Background: an optimization exercise with open tools, aiming at small area and a short achievable clock period. Do not read the settings as production practice. Function was checked by simulation only, so behaviour that the tests miss may differ from the original. Power and IR drop assume default switching activity.

==> flow/design.v (excerpt) <==
module cpu (clk,clrn,inst,pc,alu_out,reg1,reg2);
    input  [31:0] inst;
    input         clk, clrn;
    output [31:0] pc;
    output [31:0] alu_out;
    output [31:0] reg1, reg2;
    wire [5:0] op = inst[31:26];
    wire [4:0] rc = inst[25:21];
    wire [4:0] ra = inst[20:16];
    wire [4:0] rb = inst[15:11];
    wire [3:0] f  = op[3:0];
    reg  [31:0] pc_q;
    reg  [31:0] r1, r2, r3, r4, r5;
    reg         zf_q, sf_q, cf_q;
    assign pc   = pc_q;
    assign reg1 = r5;
    assign reg2 = r4;
    wire [31:0] a = ({32{ra == 5'd1}} & r1) | ({32{ra == 5'd2}} & r2) |
                    ({32{ra == 5'd3}} & r3) | ({32{ra == 5'd4}} & r4) |
                    ({32{ra == 5'd5}} & r5);
    wire        imm_sel = ~op[5] & op[4];
    wire [31:0] b = ({32{~imm_sel & (rb == 5'd1)}} & r1) | ({32{~imm_sel & (rb == 5'd2)}} & r2) |
  ...
For scale: about 3100 cells after synthesis, about 160 I/O pins, about 21000 µm² of cells after synthesis.
Settings: LEC_CHECK=0, ABC_AREA=1, CAP_MARGIN=20, CORE_MARGIN=2, CORE_UTILIZATION=40, SETUP_SLACK_MARGIN=5, SLEW_MARGIN=20, TNS_END_PERCENT=10; clock period 20.0 ns.
standard.sh (not shown) runs the stock make flow with config.mk's settings and CLKGATE_MAP_FILE= SYNTH_SCRIPT=/design/flow/synth_recipe.tcl, a recipe that flattens the netlist after the stock synthesis.
==> flow/flow/run.sh <==
#!/bin/bash
# The standard layout, with the port buffers made from sky130_fd_sc_hd__buf_1
# cells instead of the cell buffer_ports picks by default, and timing repair
# aiming at a setup slack margin of 4.5 ns.
set -euo pipefail
bash standard.sh synth > synth.log 2>&1
bash standard.sh "BUFFER_PORTS_ARGS=-buffer_cell sky130_fd_sc_hd__buf_1" SETUP_SLACK_MARGIN=4.5 finish > layout.log 2>&1
Edit:
--- a/flow/design.v
+++ b/flow/design.v
@@ -616,42 +616,41 @@
     wire G373 = G341 | (P342 & G337);
     wire G375 = G343 | (P344 & G337);
     wire G377 = G345 | (P346 & G337);
     wire G379 = G347 | (P348 & G337);
     wire G381 = G349 | (P350 & G337);
     wire G383 = G351 | (P352 & G337);
     wire G385 = G353 | (P354 & G337);
     wire [31:0] g = {g0_31, g0_30, g0_29, g0_28, g0_27, g0_26, g0_25, g0_24, g0_23, g0_22, g0_21, g0_20, g0_19, g0_18, g0_17, g0_16, g0_15, g0_14, g0_13, g0_12, g0_11, g0_10, g0_9, g0_8, g0_7, g0_6, g0_5, g0_4, g0_3, g0_2, g0_1, g0_0};
     wire [31:0] p = {p0_31, p0_30, p0_29, p0_28, p0_27, p0_26, p0_25, p0_24, p0_23, p0_22, p0_21, p0_20, p0_19, p0_18, p0_17, p0_16, p0_15, p0_14, p0_13, p0_12, p0_11, p0_10, p0_9, p0_8, p0_7, p0_6, p0_5, p0_4, p0_3, p0_2, p0_1, p0_0};
     wire [31:0] c = {G383, G381, G379, G377, G375, G373, G371, G369, G367, G365, G363, G361, G359, G357, G355, G337, G335, G333, G331, G329, G327, G325, G323, G297, G295, G293, G291, G261, G259, G227, gg0, cin};
     wire        cout = G385;
-    wire [31:0] sum = p ^ c;
     wire        right = d_srl | d_sra;
     wire        fill  = d_sra & a[31];
     reg  [31:0] a_rev;
     integer i;
     always @* for (i = 0; i < 32; i = i + 1) a_rev[i] = a[31-i];
     wire [32:0] sw = {right ? a : a_rev, 1'b0};
     wire [4:0]  n  = b[4:0];
     wire [32:0] s0 = n[0] ? {{1{fill}},  sw[32:1]}  : sw;
     wire [32:0] s1 = n[1] ? {{2{fill}},  s0[32:2]}  : s0;
     wire [32:0] s2 = n[2] ? {{4{fill}},  s1[32:4]}  : s1;
     wire [32:0] s3 = n[3] ? {{8{fill}},  s2[32:8]}  : s2;
     wire [32:0] s4 = n[4] ? {{16{fill}}, s3[32:16]} : s3;
     reg  [31:0] shl;
     always @* for (i = 0; i < 32; i = i + 1) shl[i] = s4[32-i];
-    wire [31:0] r = ({32{d_sum}} & sum) |
-                    ({32{d_and | d_or}} & g) |
-                    ({32{d_or | d_xor}} & p) |
-                    ({32{d_sll}} & shl) |
-                    ({32{right}} & s4[32:1]);
+    wire [31:0] pr = ({32{d_sum | d_or | d_xor}} & p) |
+                     ({32{d_and | d_or}} & g) |
+                     ({32{d_sll}} & shl) |
+                     ({32{right}} & s4[32:1]);
+    wire [31:0] r = pr ^ ({32{d_sum}} & c);
     wire cf = (d_sum & ~d_mul & cout) | ((d_sll | right) & s4[0]);
     assign alu_out = r;
     wire wreg = alu_grp & (f <= 4'd8);
     always @(posedge clk or negedge clrn)
         if (!clrn) begin
             r1 <= 0; r2 <= 0; r3 <= 0; r4 <= 0; r5 <= 0;
         end else if (wreg) begin
             if (rc == 5'd1) r1 <= r;
             if (rc == 5'd2) r2 <= r;
             if (rc == 5'd3) r3 <= r;
             if (rc == 5'd4) r4 <= r;
=> Clock-buffer cell count is lower by 3; setup slack improves by 0.18 ns; fmax went up by 1.2%; total power climbs by 7.1%; design area falls by 1.7%.

[port drivers added, routing unchanged]
The flow's constraints put no driver on any port. The routed layouts listed below were extracted and timed again, unchanged, in two steps. Step 1, drivers: a clkbuf_16 drives clk and a buf_2 each remaining input, both assumed. Step 2 adds t to the input delays and takes it off the output delays; t is the mean of the earliest and latest rising clock arrival at the registers after step 1. Input paths then give back, and output paths get back, about the clock's delay inside the block. Slacks: ideal / step 1 / step 2; pairs: ideal / step 1.
run	t, ns	slack for setup (ns)	hold slack, ns
the first run	0.518	4.492 / 4.464 / 4.464	0.549 / 0.549 / 0.549
the second run	0.525	4.676 / 4.643 / 4.643	0.526 / 0.526 / 0.526
After both steps setup and hold are still met in every run listed. The setup slack of the second run, which loses most, moves by -0.033 ns with the drivers and by -0.033 ns with both steps.
